What follows belongs to an exercise in optimizing a design on an open flow for small area; a production flow would make more cautious choices.
Where RTL was checked, it was by simulation tests only, not by an equivalence proof against the original.
The clock input has no modelled driver; a real chip could not lean on it and would need a root buffer or a full tree.

==> inputs of job 8308 <==
==> flow/design.v <==
module huff_encoder (
	clk,
	reset,
	io_in,
	io_out
);
	input wire clk;
	input wire reset;
	input wire [11:0] io_in;
	output wire [11:0] io_out;
	reg [5:0] s0, s1, s2;    
	reg [4:0] cnt;
	reg nsw;                 
	reg c2a;                 
	reg [1:0] lvl;           
	wire en = io_in[11];
	wire c012 = ~cnt[4] & ~(cnt[2] & (cnt[1] | cnt[0]));
	wire w7 = cnt[4] & cnt[3] & cnt[2] & cnt[1];
	wire collect = c012 | w7;
	wire load = collect & en;
	wire active = cnt[4] & cnt[3];
	wire charw = active & ~cnt[0];
	wire maskw = active & cnt[0];
	wire showc = charw & ~(cnt[2] & cnt[1]);
	wire rot = maskw | (cnt[4] & ~cnt[3] & ~(cnt[2] & cnt[1]));
	always @(posedge clk)
		if (load | rot) begin
			s0 <= s1;
			s1 <= s2;
			s2 <= load ? {io_in[9:8], io_in[3:0]} : s0;
		end
	always @(posedge clk)
		if (reset)
			cnt <= 5'd10;
		else if (w7)
			cnt <= {4'b0101, en};
		else
			cnt <= cnt + {4'd0, ~(c012 & ~en)};
	wire [1:0] f0 = s0[5:4], f1 = s1[5:4], f2 = s2[5:4];
	wire [3:0] x0 = s0[3:0], x1 = s1[3:0], x2 = s2[3:0];
	function gt4(input [3:0] a, input [3:0] b);
		gt4 = (a[3] & ~b[3]) | ((a[3] | ~b[3]) & ((a[2] & ~b[2]) | ((a[2] | ~b[2]) &
		      ((a[1] & ~b[1]) | ((a[1] | ~b[1]) & a[0] & ~b[0])))));
	endfunction
	function gt2(input [1:0] a, input [1:0] b);
		gt2 = a[1] & (~b[1] | (a[0] & ~b[0]));
	endfunction
	wire xg1 = gt4(x0, x1), xl1 = gt4(x1, x0);
	wire xg2 = gt4(x0, x2), xl2 = gt4(x2, x0);
	wire eq1 = ~xg1 & ~xl1;
	wire eq2 = ~xg2 & ~xl2;
	wire fg1 = gt2(f0, f1), fl1 = gt2(f1, f0);
	wire fg2 = gt2(f0, f2), fl2 = gt2(f2, f0);
	wire fg12 = gt2(f1, f2), fl12 = gt2(f2, f1);
	wire gt1 = fg1 | (~fl1 & xg1);
	wire gt2_ = fg2 | (~fl2 & xg2);
	wire c2 = gt1 & gt2_ & ~eq1 & ~eq2;
	wire c12 = fg12 | (~fl12 & (eq1 ? xg2 : xl1));
	wire med = (gt1 ^ gt2_) | (eq1 & ~(gt1 ^ c12)) | (eq2 & (gt2_ ^ c12));
	wire f11 = ~f1[1] & ~f2[1];
	wire fsum = f0[1] & (f0[0] ? ((~f1[1] & f2[1] & ~f2[0]) | (f1[1] & ~f1[0] & ~f2[1])) : f11);
	wire [4:0] xs = x1 + x2;
	wire term = (f0[1] & f0[0] & f11) | (fsum & (xs <= {1'b0, x0}));
	always @(posedge clk) begin
		nsw <= ~collect & (nsw | term);
		c2a <= ~collect & (c2a | c2);
	end
	wire dup = ~c2a;
	wire a1 = lvl[1];
	wire b2 = lvl[1] & lvl[0];
	always @(posedge clk)
		if (reset)
			lvl <= 2'd0;
		else if (w7)
			case (lvl)
				2'd0: lvl <= 2'd1;
				2'd1: lvl <= (~nsw & dup) ? 2'd2 : 2'd1;
				2'd2: lvl <= (nsw & dup) ? 2'd3 : 2'd2;
				default: lvl <= 2'd3;
			endcase
	wire [2:0] value = {nsw & (c2 ? b2 : a1), ~nsw & (~c2 | a1), c2 ? nsw : med};
	assign io_out[11:9] = 3'b000;
	assign io_out[8] = active;
	assign io_out[7] = 1'b0;
	assign io_out[6] = charw;
	assign io_out[5] = charw;
	assign io_out[4] = maskw & ~c2;
	assign io_out[3] = (showc & x0[3]) | maskw;
	assign io_out[2:0] = showc ? x0[2:0] : (maskw ? value : 3'b000);
endmodule
`default_nettype none
module my_chip (
    input logic [11:0] io_in,  
    output logic [11:0] io_out,  
    input logic clock,
    input logic reset  
);
    huff_encoder DUT(.clk(clock), .reset(reset), .io_in(io_in), .io_out(io_out));
endmodule
==> flow/flow/run.sh <==
#!/bin/bash
# Standard ORFS layout (bash standard.sh) with these changes:
#  - synthesis: the ORFS synthesis script unchanged except for the logic
#    mapping step, which runs ABC with several area-oriented scripts
#    (flow/abc_multi.tcl) and keeps the smallest result, and with the adder
#    extraction pass skipped.  Flip-flops are mapped before that step, as in
#    the standard flow, so the registers are the standard synthesis's;
#  - ports are buffered with the smallest buffer cell;
#  - the clock tree: after CTS, the root buffer alone, resized, drives every
#    flip-flop (flow/clock1.tcl), so all registers see the same clock arrival;
#  - repair aims at the library's slew and capacitance limits (no extra margin).
# Each tool's output goes to its own log in this folder.
set -euo pipefail
HERE=$(pwd)
CTS="-sink_clustering_enable -repair_clock_nets -buf_list sky130_fd_sc_hd__clkbuf_8 -dont_use_dummy_load"
MARGINS="SLEW_MARGIN=0 CAP_MARGIN=0"
cp -r "$FLOW_HOME/scripts" "$HERE/scripts_mod"
python3 - "$HERE/scripts_mod/synth.tcl" <<'PY'
import sys
p = sys.argv[1]
s = open(p).read()
old = "  log_cmd abc {*}$abc_args\n"
assert s.count(old) == 1
s = s.replace(old, "  source $::env(ABC_MULTI_TCL)\n")
open(p, "w").write(s)
PY
mkdir -p "$HERE/abc_multi"
for s in $(seq 1 16); do
  printf 'strash\n&get -n\n&deepsyn -T 10 -S %d\n&put\ndch -f\nmap -a\nstrash\ndch -f\nmap -a\n' "$s" > "$HERE/abc_multi/d10_$(printf %02d $s).abc"
done
for s in 1 2 3 4; do
  printf 'strash\n&get -n\n&deepsyn -T 30 -S %d\n&put\ndch -f\nmap -a\nstrash\ndch -f\nmap -a\n' "$s" > "$HERE/abc_multi/d30_$s.abc"
done
printf 'strash\nifraig\ndc2\ndch -f\nmap -a\nstrash\ndch -f\nmap -a\n' > "$HERE/abc_multi/m9.abc"
export ABC_MULTI_TCL="$HERE/flow/abc_multi.tcl"
export ABC_MULTI_DIR="$HERE/abc_multi"
bash standard.sh SCRIPTS_DIR="$HERE/scripts_mod" ABC_AREA=1 ADDER_MAP_FILE= synth > "$HERE/synth.log" 2>&1
bash standard.sh $MARGINS "BUFFER_PORTS_ARGS=-buffer_cell sky130_fd_sc_hd__buf_1" "CTS_ARGS=$CTS" cts > "$HERE/cts.log" 2>&1
RESULTS="$HERE/orfs/results/sky130hd/my_chip/base" CLOCK_ROOT_CELL=sky130_fd_sc_hd__buf_12 \
  openroad -no_init -exit "$HERE/flow/clock1.tcl" > "$HERE/clock1.log" 2>&1
bash standard.sh $MARGINS "BUFFER_PORTS_ARGS=-buffer_cell sky130_fd_sc_hd__buf_1" "CTS_ARGS=$CTS" finish > "$HERE/finish.log" 2>&1
==> flow/flow/abc_multi.tcl <==
# Multi-start logic mapping: run ABC once per script in $ABC_MULTI_DIR and
# keep the mapping with the smallest cell area.  Flip-flops are already
# mapped at this point and are not touched by ABC.
set my_abc_rest [lrange $abc_args 2 end]
design -save my_preabc
set my_best_area 1e30
set my_best_scr ""
foreach my_scr [lsort [glob $::env(ABC_MULTI_DIR)/*.abc]] {
  design -load my_preabc
  abc -script $my_scr {*}$my_abc_rest
  set my_f $::env(RESULTS_DIR)/abc_try.txt
  tee -q -o $my_f stat {*}$lib_args
  set my_fh [open $my_f r]
  set my_txt [read $my_fh]
  close $my_fh
  set my_a 1e30
  regexp {Chip area for module '[^']*': ([0-9.]+)} $my_txt -> my_a
  puts "ABC try [file tail $my_scr]: $my_a"
  if { $my_a < $my_best_area } {
    set my_best_area $my_a
    set my_best_scr $my_scr
    design -save my_best
  }
}
design -load my_best
puts "ABC best [file tail $my_best_scr]: $my_best_area"
==> flow/flow/clock1.tcl <==
# Replace the clock tree TritonCTS built (a root buffer and two leaf buffers)
# with the root buffer alone, resized to $CLOCK_ROOT_CELL, driving every
# flip-flop clock pin.  All registers keep the same clock arrival.
set plat $::env(FLOW_HOME)/platforms/sky130hd
read_lef $plat/lef/sky130_fd_sc_hd.tlef
read_lef $plat/lef/sky130_fd_sc_hd_merged.lef
read_liberty $plat/lib/sky130_fd_sc_hd__tt_025C_1v80.lib
set res $::env(RESULTS)
read_db $res/4_cts.odb
read_sdc $res/4_cts.sdc
source $plat/setRC.tcl
set block [ord::get_db_block]
set root [$block findInst clkbuf_0_clock]
if { $root == "NULL" } { error "no clock root buffer" }
set rootnet [[$root findITerm X] getNet]
foreach inst [$block getInsts] {
  set n [$inst getName]
  if { [string match clkbuf_* $n] && $inst != $root } {
    set onet [[$inst findITerm X] getNet]
    foreach it [$onet getITerms] {
      if { [$it getInst] != $inst } {
        $it disconnect
        $it connect $rootnet
      }
    }
    foreach it [$inst getITerms] { $it disconnect }
    odb::dbInst_destroy $inst
    odb::dbNet_destroy $onet
    puts "removed clock buffer $n"
  } elseif { [string match clkload* $n] } {
    foreach it [$inst getITerms] { $it disconnect }
    odb::dbInst_destroy $inst
    puts "removed dummy clock load $n"
  }
}
$root swapMaster [[ord::get_db] findMaster $::env(CLOCK_ROOT_CELL)]
detailed_placement
check_placement
set_propagated_clock [all_clocks]
estimate_parasitics -placement
set mx 0
foreach p [get_pins -hier */CLK] {
  set s [get_property $p slew_max]
  if { $s > $mx } { set mx $s }
}
puts "max clock pin slew (placement estimate): $mx"
report_clock_skew
report_worst_slack -max
report_worst_slack -min
write_db $res/4_cts.odb
==> flow/standard.sh <==
#!/bin/bash
# synth_recipe.tcl (not shown) runs the flow's synth.tcl, then flattens the netlist and writes it again
# the make line also repeats each setting of config.mk as NAME=value (left out here)
make -C /OpenROAD-flow-scripts/flow DESIGN_CONFIG=/design/flow/config.mk WORK_HOME=/design/flow/orfs CLKGATE_MAP_FILE= SYNTH_SCRIPT=/design/flow/synth_recipe.tcl "${@:-finish}"
==> flow/config.mk <==
export PLATFORM = sky130hd
export DESIGN_NAME = my_chip
export DESIGN_NICKNAME = my_chip
export VERILOG_FILES = /design/flow/design.v
export SDC_FILE = /design/flow/constraint.sdc
export NUM_CORES = 4
export LEC_CHECK = 0
export CAP_MARGIN = 20
export CORE_MARGIN = 2
export CORE_UTILIZATION = 40
export SLEW_MARGIN = 20
==> flow/constraint.sdc <==
create_clock -name core_clock -period 12.0 [get_ports {clock}]
set_input_delay 2.4000 -clock core_clock [delete_from_list [all_inputs] [get_ports {clock}]]
set_output_delay 2.4000 -clock core_clock [all_outputs]
set_load 0.01 [all_outputs]
==> inputs of job 2674, as changes to job 8308 <==
--- a/flow/design.v
+++ b/flow/design.v
@@ -43,7 +43,7 @@
 		      ((a[1] & ~b[1]) | ((a[1] | ~b[1]) & a[0] & ~b[0])))));
 	endfunction
 	function gt2(input [1:0] a, input [1:0] b);
-		gt2 = a[1] & (~b[1] | (a[0] & ~b[0]));
+		gt2 = (a[1] & ~b[1]) | ((a[1] | ~b[1]) & a[0] & ~b[0]);
 	endfunction
 	wire xg1 = gt4(x0, x1), xl1 = gt4(x1, x0);
 	wire xg2 = gt4(x0, x2), xl2 = gt4(x2, x0);
@@ -57,10 +57,10 @@
 	wire c2 = gt1 & gt2_ & ~eq1 & ~eq2;
 	wire c12 = fg12 | (~fl12 & (eq1 ? xg2 : xl1));
 	wire med = (gt1 ^ gt2_) | (eq1 & ~(gt1 ^ c12)) | (eq2 & (gt2_ ^ c12));
-	wire f11 = ~f1[1] & ~f2[1];
-	wire fsum = f0[1] & (f0[0] ? ((~f1[1] & f2[1] & ~f2[0]) | (f1[1] & ~f1[0] & ~f2[1])) : f11);
+	wire f11 = (f1 == 2'd1) & (f2 == 2'd1);
+	wire fsum = (f0 == 2'd3) ? (((f1 == 2'd1) & (f2 == 2'd2)) | ((f1 == 2'd2) & (f2 == 2'd1))) : ((f0 == 2'd2) & f11);
 	wire [4:0] xs = x1 + x2;
-	wire term = (f0[1] & f0[0] & f11) | (fsum & (xs <= {1'b0, x0}));
+	wire term = ((f0 == 2'd3) & f11) | (fsum & (xs <= {1'b0, x0}));
 	always @(posedge clk) begin
 		nsw <= ~collect & (nsw | term);
 		c2a <= ~collect & (c2a | c2);
==> flow/flow/run.sh (replaced) <==
#!/bin/bash
# Standard ORFS layout with these changes:
#  - synthesis maps the logic with an area-oriented ABC script (flow/abc_area.script)
#    and without the adder extraction pass; registers are mapped as in the standard flow;
#  - ports are buffered with the smallest buffer cell;
#  - clock tree built from small clock buffers.
set -euo pipefail
HERE=$(pwd)
CTS="-repair_clock_nets -root_buf sky130_fd_sc_hd__clkbuf_16 -buf_list sky130_fd_sc_hd__clkbuf_16 -dont_use_dummy_load"
cp -r "$FLOW_HOME/scripts" "$HERE/scripts_mod"
cp "$HERE/flow/abc_area.script" "$HERE/scripts_mod/abc_area.script"
bash standard.sh SCRIPTS_DIR="$HERE/scripts_mod" ABC_AREA=1 ADDER_MAP_FILE= synth > "$HERE/synth.log" 2>&1
bash standard.sh "BUFFER_PORTS_ARGS=-buffer_cell sky130_fd_sc_hd__buf_1" "CTS_ARGS=$CTS" finish > "$HERE/finish.log" 2>&1
==> flow/flow/abc_area.script (new file) <==
strash
&get -n
&deepsyn -T 60
&put
dch -f
map -a
strash
dch -f
map -a
topo
removed: flow/flow/abc_multi.tcl
removed: flow/flow/clock1.tcl
==> run notes <==
In first-iteration DRC count, job 8308 is at 3.5 times the value of job 2674.
Job 8308 finished clean. Job 2674 produced a clean layout.
Register-to-register slack: job 2674 is worse than job 8308 (0.06 ns).
In job 8308 the maximum frequency is higher than in job 2674, by about 5%.
In job 8308 the wire length is higher than in job 2674, by 2.9%.
Function not checked in job 2674: the RTL went through the layout flow alone.

-- static timing again, ports no longer ideal --
Ports are ideal in the flow. The routed layouts listed here were re-timed in OpenROAD.
Step 1 assumes that a clkbuf_16 drives the clock port and a buf_2 every other input.
Step 2 moves the port delays by t, midway between the first and last clock arrival at a register: inputs arrive t later, outputs are due t later. That takes back most of the time a late clock gives input paths.
a / b / c = ideal ports / drivers / drivers and shift; a / b = the first two.
run | t, ns | slack for setup (ns) | worst hold slack (ns) | clock arrival spread, ns | pins driven straight from the clock port
job 8308 | 0.170 | 7.073 / 7.041 / 7.211 | 0.467 / 0.466 / 0.466 | 0.007 / 0.007 | 1
job 2674 | 0.286 | 6.829 / 6.800 / 7.087 | 0.459 / 0.459 / 0.459 | 0.002 / 0.001 | 1
After both steps setup and hold are still met in every run listed.
